Source: an optimization exercise on an open RTL-to-GDS flow (aim: small area, a short achievable clock period and few clock cycles per item). Production flows keep margins and buffers that such runs may drop. At most, simulation tests tie the RTL to the original design; equivalence was not proved.

// loop_compact
module loop_compact(
    input           clk,
    input           rst_n,
    input           input_valid_i,
    input [63:0]    input_block_index_i,
    input [63:0]    din,
    output          input_ready_o,
    output          output_valid_o,
    output [255:0]  dout
    );
For scale: roughly 5400 cells after synthesis, about 1100 flip-flops, about 390 I/O pins, roughly 56000 um2 of cells after synthesis.
export LEC_CHECK = 0
export ABC_AREA = 1
export CAP_MARGIN = 20
export CORE_MARGIN = 2
export CORE_UTILIZATION = 30
export SLEW_MARGIN = 20
create_clock -name core_clock -period 16.0 [get_ports {clk}]
standard.sh (not shown) runs the stock make flow with config.mk's settings and CLKGATE_MAP_FILE= SYNTH_SCRIPT=/design/flow/synth_recipe.tcl, a recipe that flattens the netlist after the stock synthesis.
==> flow/flow/run.sh <==
#!/bin/bash
# Layout: the standard flow (standard.sh, with its synthesis unchanged and
# the settings of config.mk), with two changes to how the layout is made:
#  - the port buffers are buf_1 cells instead of the delay buffers that
#    buffer_ports picks by default (every port still gets its own buffer);
#  - clock tree synthesis clusters up to 20 sinks within 100 um per leaf
#    buffer and inserts no dummy loads.
# The make output goes to standard_flow.log; ORFS keeps each step's full log
# under orfs/logs/.
set -euo pipefail
bash standard.sh \
  "BUFFER_PORTS_ARGS=-buffer_cell sky130_fd_sc_hd__buf_1" \
  "CTS_ARGS=-sink_clustering_enable -repair_clock_nets -sink_clustering_size 20 -sink_clustering_max_diameter 100 -dont_use_dummy_load" \
  SETUP_SLACK_MARGIN=6 finish > standard_flow.log 2>&1
The first run ran to the end with no violations.
Testbench counts at the start, summed over its fixed seeds: cycles 13,080, items 384.
Change:
--- a/flow/flow/run.sh
+++ b/flow/flow/run.sh
@@ -13,2 +13,2 @@
   "CTS_ARGS=-sink_clustering_enable -repair_clock_nets -sink_clustering_size 20 -sink_clustering_max_diameter 100 -dont_use_dummy_load" \
-  SETUP_SLACK_MARGIN=6 finish > standard_flow.log 2>&1
+  finish > standard_flow.log 2>&1
--- a/flow/config.mk
+++ b/flow/config.mk
@@ -11,2 +11,4 @@
 export CORE_UTILIZATION = 30
+export GPL_ROUTABILITY_DRIVEN = 0
+export SETUP_SLACK_MARGIN = 5
 export SLEW_MARGIN = 20
Effect: The changed run completed without violations; hold slack gains 0.016 ns; synthesized cell count stays the same; via count rose by 2.1%; global-route usage fell by 1.8 points; first-iteration DRC count rose by 22%.
Change:
--- a/flow/config.mk
+++ b/flow/config.mk
@@ -11,3 +11,2 @@
 export CORE_UTILIZATION = 30
-export GPL_ROUTABILITY_DRIVEN = 0
 export SETUP_SLACK_MARGIN = 5
=> Maximum frequency is lower slightly. Sequential share of layout area is about the same. Non-clock buffer count grows by 1. Setup slack is worse by 0.083 ns. Synthesized area is unchanged. Wire length goes up by a few percent. Global-route usage rose by 1.5 points. Sequential cell count does not change. Cell count is about the same. Synthesized cell count does not change.


Another version of the RTL of loop_compact (not shown whole).
For scale: about 6,000 cells after synthesis, ~1,100 flip-flops, roughly 390 I/O pins, roughly 0.059 mm² of cells after synthesis.
Settings: LEC_CHECK=0, CAP_MARGIN=20, CORE_MARGIN=2, CORE_UTILIZATION=30, SLEW_MARGIN=20; clock period 16.0 ns.
==> flow/flow/run.sh <==
#!/bin/bash
# Layout: the standard flow (standard.sh, unchanged synthesis), with
# buf_1 cells as the port buffers and timing repair aiming at 5 ns of slack.
set -euo pipefail
bash standard.sh "BUFFER_PORTS_ARGS=-buffer_cell sky130_fd_sc_hd__buf_1" SETUP_SLACK_MARGIN=5 finish > standard_flow.log 2>&1
Change:
==> flow/run.sh (new file) <==
#!/bin/bash
# synth_recipe.tcl (not shown) runs the flow's synth.tcl, then flattens the netlist and writes it again
# the make line also repeats each setting of config.mk as NAME=value (left out here)
make -C /OpenROAD-flow-scripts/flow DESIGN_CONFIG=/design/flow/config.mk WORK_HOME=/design/flow/orfs CLKGATE_MAP_FILE= SYNTH_SCRIPT=/design/flow/synth_recipe.tcl finish
Settings changed: ABC_AREA set to 1, SETUP_SLACK_MARGIN set to 5.
removed: flow/flow/run.sh
removed: flow/standard.sh
Sequential cell count does not change.
Routed wire length drops by about 2.3%.
Utilization climbs by 1.9 points.
Clock-buffer cell count drops by 3.
Setup slack gains 1800 ps.
Change:
Settings changed: ABC_AREA 1 to not set.
=> Sequential share of layout area increases by 0.85 points; clock-buffer cell count climbs by 7; non-clock buffer count decreases by 30; synthesized cell count is lower by about 5.5%; register-to-register slack is worse by 1900 ps; clock skew fell by 18 ps; fmax fell by 14%; hold slack improved by 21 ps; die area drops by 1.2%; routed wire length came out higher by about 1.7%.
Change:
Settings changed: CTS_BUF_LIST set to sky130_fd_sc_hd__clkbuf_4 sky130_fd_sc_hd__clkbuf_8.
- first-iteration DRC count drops by 2.3%
- die area does not change
- final area hardly moves
- count of clock-buffer cells in the layout climbs by 123
- sequential share of layout area is about the same
- maximum frequency drops by 0.69%
- wire length climbs by 0.48%
- flip-flop and latch count stays the same
- via count climbs by 0.95%
Change:
==> flow/flow/run.sh (new file) <==
#!/bin/bash
# Layout: the standard flow (standard.sh, unchanged synthesis), with
# buf_1 cells as the port buffers and timing repair aiming at 8 ns of slack.
set -euo pipefail
bash standard.sh "BUFFER_PORTS_ARGS=-buffer_cell sky130_fd_sc_hd__buf_1" SETUP_SLACK_MARGIN=8 finish > standard_flow.log 2>&1
==> flow/standard.sh (new file) <==
#!/bin/bash
# synth_recipe.tcl (not shown) runs the flow's synth.tcl, then flattens the netlist and writes it again
# the make line also repeats each setting of config.mk as NAME=value (left out here)
make -C /OpenROAD-flow-scripts/flow DESIGN_CONFIG=/design/flow/config.mk WORK_HOME=/design/flow/orfs CLKGATE_MAP_FILE= SYNTH_SCRIPT=/design/flow/synth_recipe.tcl "${@:-finish}"
Settings changed: CTS_BUF_LIST sky130_fd_sc_hd__clkbuf_4 sky130_fd_sc_hd__clkbuf_8 to not set, SETUP_SLACK_MARGIN 5 to not set.
removed: flow/run.sh
Result: The changed run completed with no timing, DRC or antenna violations. Routed wire length came out higher by 0.40%. Setup slack got worse by 150 ps. Synthesized cell count is unchanged. Cell area is lower by 2.8%. Count of clock-buffer cells in the layout shrinks by 115. First-iteration DRC count is higher by 0.99%. Non-clock buffer count climbs by 5.
Function was not checked in any run of this note: the RTL went through the layout flow alone.


The RTL this note starts from:
==> flow/design.v <==
module loop_compact(
    input           clk,
    input           rst_n,
    input           input_valid_i,
    input [63:0]    input_block_index_i,
    input [63:0]    din,
    output          input_ready_o,
    output          output_valid_o,
    output [255:0]  dout
    );
    localparam [255:0] SM3_IV    = 256'h7380166f4914b2b9172442d7da8a0600a96f30bc163138aae38dee4db0fb0e4e;
    localparam [31:0]  SM3_T0    = 32'h79cc4519;
    localparam [31:0]  SM3_T1_16 = 32'h9d8a7a87;    
    function [31:0] rotl;
        input [31:0] x;
        input integer n;
        begin
            rotl = (x << n) | (x >> (32 - n));
        end
    endfunction
    function [31:0] p0;
        input [31:0] x;
        begin
            p0 = x ^ rotl(x, 9) ^ rotl(x, 17);
        end
    endfunction
    function [31:0] p1;
        input [31:0] x;
        begin
            p1 = x ^ rotl(x, 15) ^ rotl(x, 23);
        end
    endfunction
    function [31:0] add;
        input [31:0] x;
        input [31:0] y;
        reg   [31:0] g, p, gn, pn;
        integer d, k;
        begin
            g = x & y;
            p = x ^ y;
            for (d = 1; d < 32; d = d * 2) begin
                gn = g;
                pn = p;
                for (k = 0; k < 32; k = k + 1) begin
                    if ((k / d) % 2 == 1) begin
                        gn[k] = g[k] | (p[k] & g[(k/d)*d-1]);
                        pn[k] = p[k] & p[(k/d)*d-1];
                    end
                end
                g = gn;
                p = pn;
            end
            add = (x ^ y) ^ {g[30:0], 1'b0};
        end
    endfunction
    function [31:0] csa_s;
        input [31:0] x;
        input [31:0] y;
        input [31:0] z;
        begin
            csa_s = x ^ y ^ z;
        end
    endfunction
    function [31:0] csa_c;
        input [31:0] x;
        input [31:0] y;
        input [31:0] z;
        begin
            csa_c = {(x[30:0] & y[30:0]) | (x[30:0] & z[30:0]) | (y[30:0] & z[30:0]), 1'b0};
        end
    endfunction
    function [31:0] add3;
        input [31:0] x;
        input [31:0] y;
        input [31:0] z;
        begin
            add3 = add(csa_s(x, y, z), csa_c(x, y, z));
        end
    endfunction
    function [31:0] add4;
        input [31:0] x;
        input [31:0] y;
        input [31:0] u;
        input [31:0] z;
        begin
            add4 = add3(csa_s(x, y, u), csa_c(x, y, u), z);
        end
    endfunction
    reg        run;       
    reg  [5:0] cnt;       
    reg        fin;       
    reg        ovalid;
    reg        idx0;      
    reg        ffsel;     
    wire accept = input_valid_i & input_ready_o;
    wire last   = (cnt == 6'd33);
    assign input_ready_o  = ~run | last;
    assign output_valid_o = ovalid;
    always @(posedge clk or negedge rst_n) begin
        if (~rst_n) begin
            run    <= 1'b0;
            cnt    <= 6'd0;
            fin    <= 1'b0;
            ovalid <= 1'b0;
        end else begin
            fin    <= run & last;
            ovalid <= fin;
            if (accept) begin
                run <= 1'b1;
                cnt <= 6'd0;
            end else begin
                if (last) run <= 1'b0;
                cnt <= cnt + 6'd1;
            end
        end
    end
    reg  [31:0] w [0:15];
    wire [31:0] w16 = p1(w[0] ^ w[7] ^ rotl(w[13], 15)) ^ rotl(w[3], 7) ^ w[10];
    wire [31:0] w17 = p1(w[1] ^ w[8] ^ rotl(w[14], 15)) ^ rotl(w[4], 7) ^ w[11];
    wire        use_exp = run & (cnt >= 6'd7) & (cnt <= 6'd32);
    wire [31:0] in_hi = use_exp ? w16 : din[63:32];
    wire [31:0] in_lo = use_exp ? w17 : din[31:0];
    integer i;
    always @(posedge clk) begin
        for (i = 0; i < 14; i = i + 1) w[i] <= w[i+2];
        w[14] <= in_hi;
        w[15] <= in_lo;
    end
    reg  [31:0] A, B, C, D, E, F, G, H;
    reg  [31:0] V0, V1, V2, V3, V4, V5, V6, V7;
    reg  [31:0] T;        
    wire init = (cnt == 6'd1);    
    wire [255:0] start = idx0 ? SM3_IV : {V0, V1, V2, V3, V4, V5, V6, V7};
    wire [31:0] a12   = rotl(A, 12);
    wire [31:0] ss1a  = rotl(add3(E, T, a12), 7);
    wire [31:0] ss2a  = ss1a ^ a12;
    wire [31:0] ffa   = ffsel ? (A ^ B ^ C) : ((A & B) | (A & C) | (B & C));
    wire [31:0] gga   = ffsel ? (E ^ F ^ G) : ((E & F) | (~E & G));
    wire [31:0] tt1a  = add4(ffa, D, w[10] ^ w[14], ss2a);
    wire [31:0] tt2a  = add4(gga, H, w[10], ss1a);
    wire [31:0] A1 = tt1a, B1 = A, C1 = rotl(B, 9), D1 = C;
    wire [31:0] E1 = p0(tt2a), F1 = E, G1 = rotl(F, 19), H1 = G;
    wire [31:0] b12   = rotl(A1, 12);
    wire [31:0] ss1b  = rotl(add3(rotl(T, 1), b12, E1), 7);
    wire [31:0] ss2b  = ss1b ^ b12;
    wire [31:0] ffb   = ffsel ? (A1 ^ B1 ^ C1) : ((A1 & B1) | (A1 & C1) | (B1 & C1));
    wire [31:0] ggb   = ffsel ? (E1 ^ F1 ^ G1) : ((E1 & F1) | (~E1 & G1));
    wire [31:0] tt1b  = add4(D1, w[11] ^ w[15], ffb, ss2b);
    wire [31:0] tt2b  = add4(H1, w[11], ggb, ss1b);
    always @(posedge clk) begin
        if (accept) idx0 <= (input_block_index_i == 64'd0);
        if (init) begin
            {A, B, C, D, E, F, G, H} <= start;
            T     <= SM3_T0;
            ffsel <= 1'b1;
        end else begin
            A <= tt1b;
            B <= A1;
            C <= rotl(B1, 9);
            D <= C1;
            E <= p0(tt2b);
            F <= E1;
            G <= rotl(F1, 19);
            H <= G1;
            if (cnt == 6'd9) begin
                T     <= SM3_T1_16;
                ffsel <= 1'b0;
            end else begin
                T     <= rotl(T, 2);
            end
        end
        if (fin)
            {V0, V1, V2, V3, V4, V5, V6, V7} <= {V0 ^ A, V1 ^ B, V2 ^ C, V3 ^ D, V4 ^ E, V5 ^ F, V6 ^ G, V7 ^ H};
        else if (init & run & idx0)
            {V0, V1, V2, V3, V4, V5, V6, V7} <= SM3_IV;
    end
    assign dout = {V0, V1, V2, V3, V4, V5, V6, V7};
endmodule
Settings: LEC_CHECK=0, ABC_AREA=1, CAP_MARGIN=20, CORE_MARGIN=2, CORE_UTILIZATION=30, SLEW_MARGIN=20; clock period 16.0 ns.
==> flow/flow/run.sh <==
#!/bin/bash
set -euo pipefail
bash standard.sh "BUFFER_PORTS_ARGS=-buffer_cell sky130_fd_sc_hd__buf_1" SETUP_SLACK_MARGIN=7 finish > standard_flow.log 2>&1
Testbench counts at the start, summed over its fixed seeds: cycles 13,080, items 384.
Rerun with:
==> flow/flow/run.sh (replaced) <==
#!/bin/bash
# Layout: the standard flow (standard.sh, with its synthesis unchanged and
# the settings of config.mk), with two changes to how the layout is made:
#  - the port buffers are buf_1 cells instead of the delay buffers that
#    buffer_ports picks by default (every port still gets its own buffer);
#  - clock tree synthesis clusters up to 20 sinks within 100 um per leaf
#    buffer and inserts no dummy loads.
# The make output goes to standard_flow.log; ORFS keeps each step's full log
# under orfs/logs/.
set -euo pipefail
bash standard.sh \
  "BUFFER_PORTS_ARGS=-buffer_cell sky130_fd_sc_hd__buf_1" \
  "CTS_ARGS=-sink_clustering_enable -repair_clock_nets -sink_clustering_size 20 -sink_clustering_max_diameter 100 -dont_use_dummy_load" \
  finish > standard_flow.log 2>&1
--- a/flow/config.mk
+++ b/flow/config.mk
@@ -10,3 +10,4 @@
 export CORE_MARGIN = 2
 export CORE_UTILIZATION = 30
+export SETUP_SLACK_MARGIN = 5
 export SLEW_MARGIN = 20
=>
- global-route usage drops by 0.49 points
- via count is lower by 1.9%
- utilization drops by 1.6 points
- design area is lower by 4.3%
- worst hold slack stays flat
- wire length came out lower by 1.8%
- clock skew drops by 0.013 ns
- setup slack improved by 0.28 ns
Rerun with:
==> flow/flow/run.sh (replaced) <==
#!/bin/bash
# Layout: the standard flow (standard.sh, with its synthesis unchanged and
# the settings of config.mk), except that the port buffers are buf_1 cells
# instead of the delay buffers buffer_ports picks by default. The make output
# goes to standard_flow.log; ORFS keeps each step's log under orfs/logs/.
set -euo pipefail
bash standard.sh "BUFFER_PORTS_ARGS=-buffer_cell sky130_fd_sc_hd__buf_1" finish > standard_flow.log 2>&1
--- a/flow/config.mk
+++ b/flow/config.mk
@@ -7,7 +7,9 @@
 export LEC_CHECK = 0
 export ABC_AREA = 1
-export CAP_MARGIN = 20
+export CAP_MARGIN = 5
 export CORE_MARGIN = 2
 export CORE_UTILIZATION = 30
+export CTS_CLUSTER_DIAMETER = 100
+export CTS_CLUSTER_SIZE = 20
 export SETUP_SLACK_MARGIN = 5
-export SLEW_MARGIN = 20
+export SLEW_MARGIN = 5
Utilization rises by 0.62 points.
Clock skew fell by 0.031 ns.
Cell area increases slightly.
Fmax fell slightly.
Count of clock-buffer cells in the layout grows by 20.
Cell count rises slightly.
Worst setup slack gets worse by 0.056 ns.
Rerun with:
--- a/flow/config.mk
+++ b/flow/config.mk
@@ -7,5 +7,5 @@
 export LEC_CHECK = 0
 export ABC_AREA = 1
-export CAP_MARGIN = 5
+export CAP_MARGIN = 20
 export CORE_MARGIN = 2
 export CORE_UTILIZATION = 30
@@ -13,3 +13,3 @@
 export CTS_CLUSTER_SIZE = 20
 export SETUP_SLACK_MARGIN = 5
-export SLEW_MARGIN = 5
+export SLEW_MARGIN = 20
Result: Final cell count barely changes. Register-to-register slack got worse by 0.06 ns. Sequential cell count does not change. Die area stays the same. Area after synthesis is unchanged.

## afterwards: timing with drivers on the ports
In the flow no input, the clock included, has a driving cell. The finished layouts below were timed again as built, in two steps. Step 1, drivers: a clkbuf_16 drives clk and a buf_2 each remaining input, both assumed. Step 2 also shifts input and output timing later by t, the mid clock arrival at the registers, as if the neighbouring blocks saw the same clock. Three values: no drivers, after step 1, after step 2; two values: the first two.
run	t (ns)	setup WS [ns]	worst register clock-pin slew, ns	worst data-port slew with drivers (ns)
the first run of note 1	0.758	4.571 / 4.571 / 4.571	0.10 / 0.10	0.06
the second run of note 1	0.768	4.555 / 4.555 / 4.555	0.10 / 0.10	0.09
the third run of note 1	0.765	4.472 / 4.472 / 4.472	0.10 / 0.10	0.09
the first run of note 2	0.875	2.715 / 2.715 / 2.715	0.07 / 0.07	0.06
the second run of note 2	0.890	4.479 / 4.479 / 4.479	0.08 / 0.08	0.05
the third run of note 2	0.867	2.621 / 2.621 / 2.621	0.08 / 0.08	0.06
the fourth run of note 2	1.052	2.528 / 2.528 / 2.528	0.08 / 0.08	0.06
the fifth run of note 2	0.838	2.381 / 2.381 / 2.381	0.08 / 0.08	0.07
the first run of note 3	0.849	4.485 / 4.485 / 4.485	0.07 / 0.07	0.05
the second run of note 3	0.769	4.761 / 4.761 / 4.761	0.09 / 0.09	0.05
the third run of note 3	0.804	4.705 / 4.705 / 4.705	0.10 / 0.10	0.05
the fourth run of note 3	0.809	4.650 / 4.650 / 4.650	0.10 / 0.10	0.05
After both steps every run listed still meets setup and hold.
